Background: an optimization exercise with open tools, aiming at small area and a short achievable clock period. Do not read the settings as production practice. Only simulation tests tie the RTL to the original design; equivalence was not proved.

==> v10: inputs <==
// ParzenWindow_NP
module ParzenWindow_NP (
    input  logic        clk_i,
    input  logic        rst_i,
    input  logic [9:0]  tri_i,
    output logic [25:0] win_o
);
Settings: LEC_CHECK=0, ABC_AREA=1, CAP_MARGIN=60, CORE_MARGIN=2, CORE_UTILIZATION=60, CTS_BUF_LIST=sky130_fd_sc_hd__clkbuf_8, SLEW_MARGIN=60, SYNTH_HIERARCHICAL=1, SYNTH_MINIMUM_KEEP_SIZE=0, SETUP_SLACK_MARGIN=6.75, BUFFER_PORTS_ARGS=-buffer_cell sky130_fd_sc_hd__buf_2; clock period 16.0 ns.
standard.sh (not shown) runs the stock make flow with config.mk's settings and CLKGATE_MAP_FILE= SYNTH_SCRIPT=/design/flow/synth_recipe.tcl, a recipe that flattens the netlist after the stock synthesis.
==> flow/flow/run.sh <==
#!/bin/bash
# Layout flow: the standard flow (standard.sh, unchanged, including its
# synthesis) with two extra ORFS settings appended to the work copy of config.mk:
#  - a larger setup-slack target for OpenROAD's timing repair, so the resizer
#    keeps sizing/buffering critical paths past the default target;
set -euo pipefail
MARGIN=${PW_SETUP_MARGIN:-6.75}
{
  echo "export SETUP_SLACK_MARGIN = ${MARGIN}"
  echo "export BUFFER_PORTS_ARGS = -buffer_cell sky130_fd_sc_hd__buf_2"
} >> config.mk
bash standard.sh > flow_standard.log 2>&1
==> inputs of v5, as changes to v10 <==
--- a/flow/config.mk
+++ b/flow/config.mk
@@ -6,9 +6,7 @@
 export NUM_CORES = 4
 export LEC_CHECK = 0
-export ABC_AREA = 1
 export CAP_MARGIN = 60
 export CORE_MARGIN = 2
 export CORE_UTILIZATION = 60
-export CTS_BUF_LIST = sky130_fd_sc_hd__clkbuf_8
 export SLEW_MARGIN = 60
 export SYNTH_HIERARCHICAL = 1
==> inputs of v15, as changes to v10 <==
--- a/flow/flow/run.sh
+++ b/flow/flow/run.sh
@@ -5,5 +5,5 @@
 #    keeps sizing/buffering critical paths past the default target;
 set -euo pipefail
-MARGIN=${PW_SETUP_MARGIN:-6.75}
+MARGIN=${PW_SETUP_MARGIN:-7}
 {
   echo "export SETUP_SLACK_MARGIN = ${MARGIN}"
--- a/flow/config.mk
+++ b/flow/config.mk
@@ -6,5 +6,4 @@
 export NUM_CORES = 4
 export LEC_CHECK = 0
-export ABC_AREA = 1
 export CAP_MARGIN = 60
 export CORE_MARGIN = 2
@@ -14,4 +13,4 @@
 export SYNTH_HIERARCHICAL = 1
 export SYNTH_MINIMUM_KEEP_SIZE = 0
-export SETUP_SLACK_MARGIN = 6.75
+export SETUP_SLACK_MARGIN = 7
 export BUFFER_PORTS_ARGS = -buffer_cell sky130_fd_sc_hd__buf_2
==> inputs of v16, as changes to v10 <==
--- a/flow/config.mk
+++ b/flow/config.mk
@@ -6,5 +6,4 @@
 export NUM_CORES = 4
 export LEC_CHECK = 0
-export ABC_AREA = 1
 export CAP_MARGIN = 60
 export CORE_MARGIN = 2
==> results.txt <==
	v10	v16	v5	v15
Post-Synthesis Cell Area	8900 um^2	8520 um^2	8520 um^2	8520 um^2
Met3 Wirelength	440 um	731 um	876 um	1.33 mm
Timing startpoint of the critical path	tri_i[0]	tri_i[0]	tri_i[2]	tri_i[2]
Library cell with the highest instance count after synthesis	sky130_fd_sc_hd__nand2_1	sky130_fd_sc_hd__fa_1	sky130_fd_sc_hd__fa_1	sky130_fd_sc_hd__fa_1
Met3 routing resource usage after global routing	2.63%	3.69%	4.01%	5.67%
Data required time of the critical path	16240 ps	16190 ps	16170 ps	16170 ps
Worst path depth	24	20	20	19
Post-synthesis compound-gate area fraction	6.30%	8.20%	8.20%	8.20%
# placed instances	1226	1033	1033	1033
Run status	timing/DRC/antenna clean	timing/DRC/antenna clean	timing/DRC/antenna clean	timing/DRC/antenna clean
Post-route cell area	9350 um^2	9330 um^2	9360 um^2	10000 um^2
Post-CTS sizing	14	25	27	61
Die area	15800 um^2	15200 um^2	15200 um^2	15200 um^2
Min cycle time layout	8940 ps	9050 ps	9070 ps	9090 ps
Share of final-layout standard cells stronger than drive strength 1	5.99%	12.0%	11.5%	18.6%
Critical path buffers and inverters	5	1	1	1
Unrepaired setup endpoints after global routing	yes	yes	no	yes
Fraction of the mapped netlist area in simple logic gates	17.1%	14.4%	14.4%	14.4%
Layout inverter count without the clock tree	193	66	66	66
Root buffer selected by CTS	sky130_fd_sc_hd__clkbuf_8	sky130_fd_sc_hd__clkbuf_8	sky130_fd_sc_hd__clkbuf_16	sky130_fd_sc_hd__clkbuf_8
Number of fill cells in the layout	1303	1105	1098	1006
Routed wire length	17.8 mm	17.8 mm	17.7 mm	19.1 mm

---

==> 09-15 <==
Starting RTL as in the previous note.
Settings: LEC_CHECK=0, CAP_MARGIN=60, CORE_MARGIN=2, CORE_UTILIZATION=60, SLEW_MARGIN=60, SYNTH_HIERARCHICAL=1, SYNTH_MINIMUM_KEEP_SIZE=0, SETUP_SLACK_MARGIN=6.5, BUFFER_PORTS_ARGS=-buffer_cell sky130_fd_sc_hd__buf_2; clock period 16.0 ns.
==> flow/flow/run.sh <==
#!/bin/bash
# Layout flow: the standard flow (standard.sh, unchanged, including its
# synthesis) with two extra ORFS settings appended to the work copy of config.mk:
#  - a larger setup-slack target for OpenROAD's timing repair, so the resizer
#    keeps sizing/buffering critical paths past the default target;
set -euo pipefail
MARGIN=${PW_SETUP_MARGIN:-6.5}
{
  echo "export SETUP_SLACK_MARGIN = ${MARGIN}"
  echo "export BUFFER_PORTS_ARGS = -buffer_cell sky130_fd_sc_hd__buf_2"
} >> config.mk
bash standard.sh > flow_standard.log 2>&1
==> 01-02 (differences from 09-15) <==
--- a/flow/flow/run.sh
+++ b/flow/flow/run.sh
@@ -6,3 +6,3 @@
 set -euo pipefail
-MARGIN=${PW_SETUP_MARGIN:-6.5}
+MARGIN=${PW_SETUP_MARGIN:-7}
 {
--- a/flow/config.mk
+++ b/flow/config.mk
@@ -7,2 +7,3 @@
 export LEC_CHECK = 0
+export ABC_AREA = 1
 export CAP_MARGIN = 60
@@ -10,2 +11,3 @@
 export CORE_UTILIZATION = 60
+export CTS_BUF_LIST = sky130_fd_sc_hd__clkbuf_8
 export SLEW_MARGIN = 60
@@ -13,3 +15,3 @@
 export SYNTH_MINIMUM_KEEP_SIZE = 0
-export SETUP_SLACK_MARGIN = 6.5
+export SETUP_SLACK_MARGIN = 7
 export BUFFER_PORTS_ARGS = -buffer_cell sky130_fd_sc_hd__buf_2
==> summary of the runs <==
Cell area: 09-15 is smaller than 01-02 (2.8%).
In 09-15 the utilization is higher than in 01-02, by 1.1 points.
Between 01-02 and 09-15, the lower non-clock buffer count is in 01-02 (gap 9).
Against 01-02, the synthesized cell count of 09-15 is smaller by about 18%.

---

==> run a: inputs <==
Starting RTL as in the previous note.
export LEC_CHECK = 0
export CAP_MARGIN = 60
export CORE_MARGIN = 2
export CORE_UTILIZATION = 60
export SLEW_MARGIN = 60
export SYNTH_HIERARCHICAL = 1
export SYNTH_MINIMUM_KEEP_SIZE = 0
export SETUP_SLACK_MARGIN = 6.25
export BUFFER_PORTS_ARGS = -buffer_cell sky130_fd_sc_hd__buf_2
create_clock -name core_clock -period 16.0 [get_ports {clk_i}]
==> flow/flow/run.sh <==
#!/bin/bash
# Layout flow: the standard flow (standard.sh, unchanged, including its
# synthesis) with two extra ORFS settings appended to the work copy of config.mk:
#  - a larger setup-slack target for OpenROAD's timing repair, so the resizer
#    keeps sizing/buffering critical paths past the default target;
set -euo pipefail
MARGIN=${PW_SETUP_MARGIN:-6.25}
{
  echo "export SETUP_SLACK_MARGIN = ${MARGIN}"
  echo "export BUFFER_PORTS_ARGS = -buffer_cell sky130_fd_sc_hd__buf_2"
} >> config.mk
bash standard.sh > flow_standard.log 2>&1
==> run b: changes against run a <==
--- a/flow/flow/run.sh
+++ b/flow/flow/run.sh
@@ -5,5 +5,5 @@
 #    keeps sizing/buffering critical paths past the default target;
 set -euo pipefail
-MARGIN=${PW_SETUP_MARGIN:-6.25}
+MARGIN=${PW_SETUP_MARGIN:-6.5}
 {
   echo "export SETUP_SLACK_MARGIN = ${MARGIN}"
--- a/flow/config.mk
+++ b/flow/config.mk
@@ -6,10 +6,12 @@
 export NUM_CORES = 4
 export LEC_CHECK = 0
+export ABC_AREA = 1
 export CAP_MARGIN = 60
 export CORE_MARGIN = 2
 export CORE_UTILIZATION = 60
+export CTS_BUF_LIST = sky130_fd_sc_hd__clkbuf_8
 export SLEW_MARGIN = 60
 export SYNTH_HIERARCHICAL = 1
 export SYNTH_MINIMUM_KEEP_SIZE = 0
-export SETUP_SLACK_MARGIN = 6.25
+export SETUP_SLACK_MARGIN = 6.5
 export BUFFER_PORTS_ARGS = -buffer_cell sky130_fd_sc_hd__buf_2
==> run c: changes against run a <==
--- a/flow/flow/run.sh
+++ b/flow/flow/run.sh
@@ -5,5 +5,5 @@
 #    keeps sizing/buffering critical paths past the default target;
 set -euo pipefail
-MARGIN=${PW_SETUP_MARGIN:-6.25}
+MARGIN=${PW_SETUP_MARGIN:-6.75}
 {
   echo "export SETUP_SLACK_MARGIN = ${MARGIN}"
--- a/flow/config.mk
+++ b/flow/config.mk
@@ -9,7 +9,8 @@
 export CORE_MARGIN = 2
 export CORE_UTILIZATION = 60
+export CTS_BUF_LIST = sky130_fd_sc_hd__clkbuf_4 sky130_fd_sc_hd__clkbuf_8
 export SLEW_MARGIN = 60
 export SYNTH_HIERARCHICAL = 1
 export SYNTH_MINIMUM_KEEP_SIZE = 0
-export SETUP_SLACK_MARGIN = 6.25
+export SETUP_SLACK_MARGIN = 6.75
 export BUFFER_PORTS_ARGS = -buffer_cell sky130_fd_sc_hd__buf_2
==> comparison <==
Non-clock buffer count: run b is lower than run c (21).
In sequential cell count, run b and run a do not differ.
Die area: run a is smaller than run b (about 4%).
Global-route usage: run a is lower than run c (0.052 points).
Between run c and run a, the lower cell area is in run a (gap 2.1%, measured against run a).
The highest critical path depth belongs to run b, the lowest to run a.
Against run b, the cell count of run c is lower by 14%.
First-iteration DRC count: run c is higher than run a (about 4.3%).
Synthesized cell count is the same in run c and run a.

what the ideal ports hide:
Ports are ideal in the flow. The routed layouts listed here were re-timed in OpenROAD. Step 1: set_driving_cell puts a clkbuf_16 on clk_i and a buf_2 on each other input, an assumption about the parent block. Step 2, shift: input delay + t, output delay - t, t = (earliest + latest rising clock arrival at the registers) / 2. This alone moves slack from input paths to output paths. a / b / c = ideal / step 1 / step 2; a / b = the first two.
| run | shift t [ns] | setup WS [ns] | cell pins on the clock port's net |
|---|---|---|---|
| v10 | 0.325 | 7.061 / 7.044 / 6.719 | 1 |
| v5 | 0.318 | 6.933 / 6.928 / 6.610 | 1 |
| v15 | 0.328 | 6.909 / 6.844 / 6.517 | 1 |
| v16 | 0.327 | 6.946 / 6.929 / 6.602 | 1 |
| 09-15 | 0.320 | 6.717 / 6.713 / 6.393 | 1 |
| 01-02 | 0.336 | 7.157 / 7.136 / 6.800 | 1 |
| run a | 0.326 | 6.554 / 6.568 / 6.242 | 1 |
| run b | 0.328 | 6.931 / 6.928 / 6.601 | 1 |
| run c | 0.327 | 6.946 / 6.929 / 6.602 | 1 |
After both steps every run listed still meets setup and hold. The setup slack of v15, which loses most, moves by -0.065 ns with the drivers and by -0.392 ns with both steps.
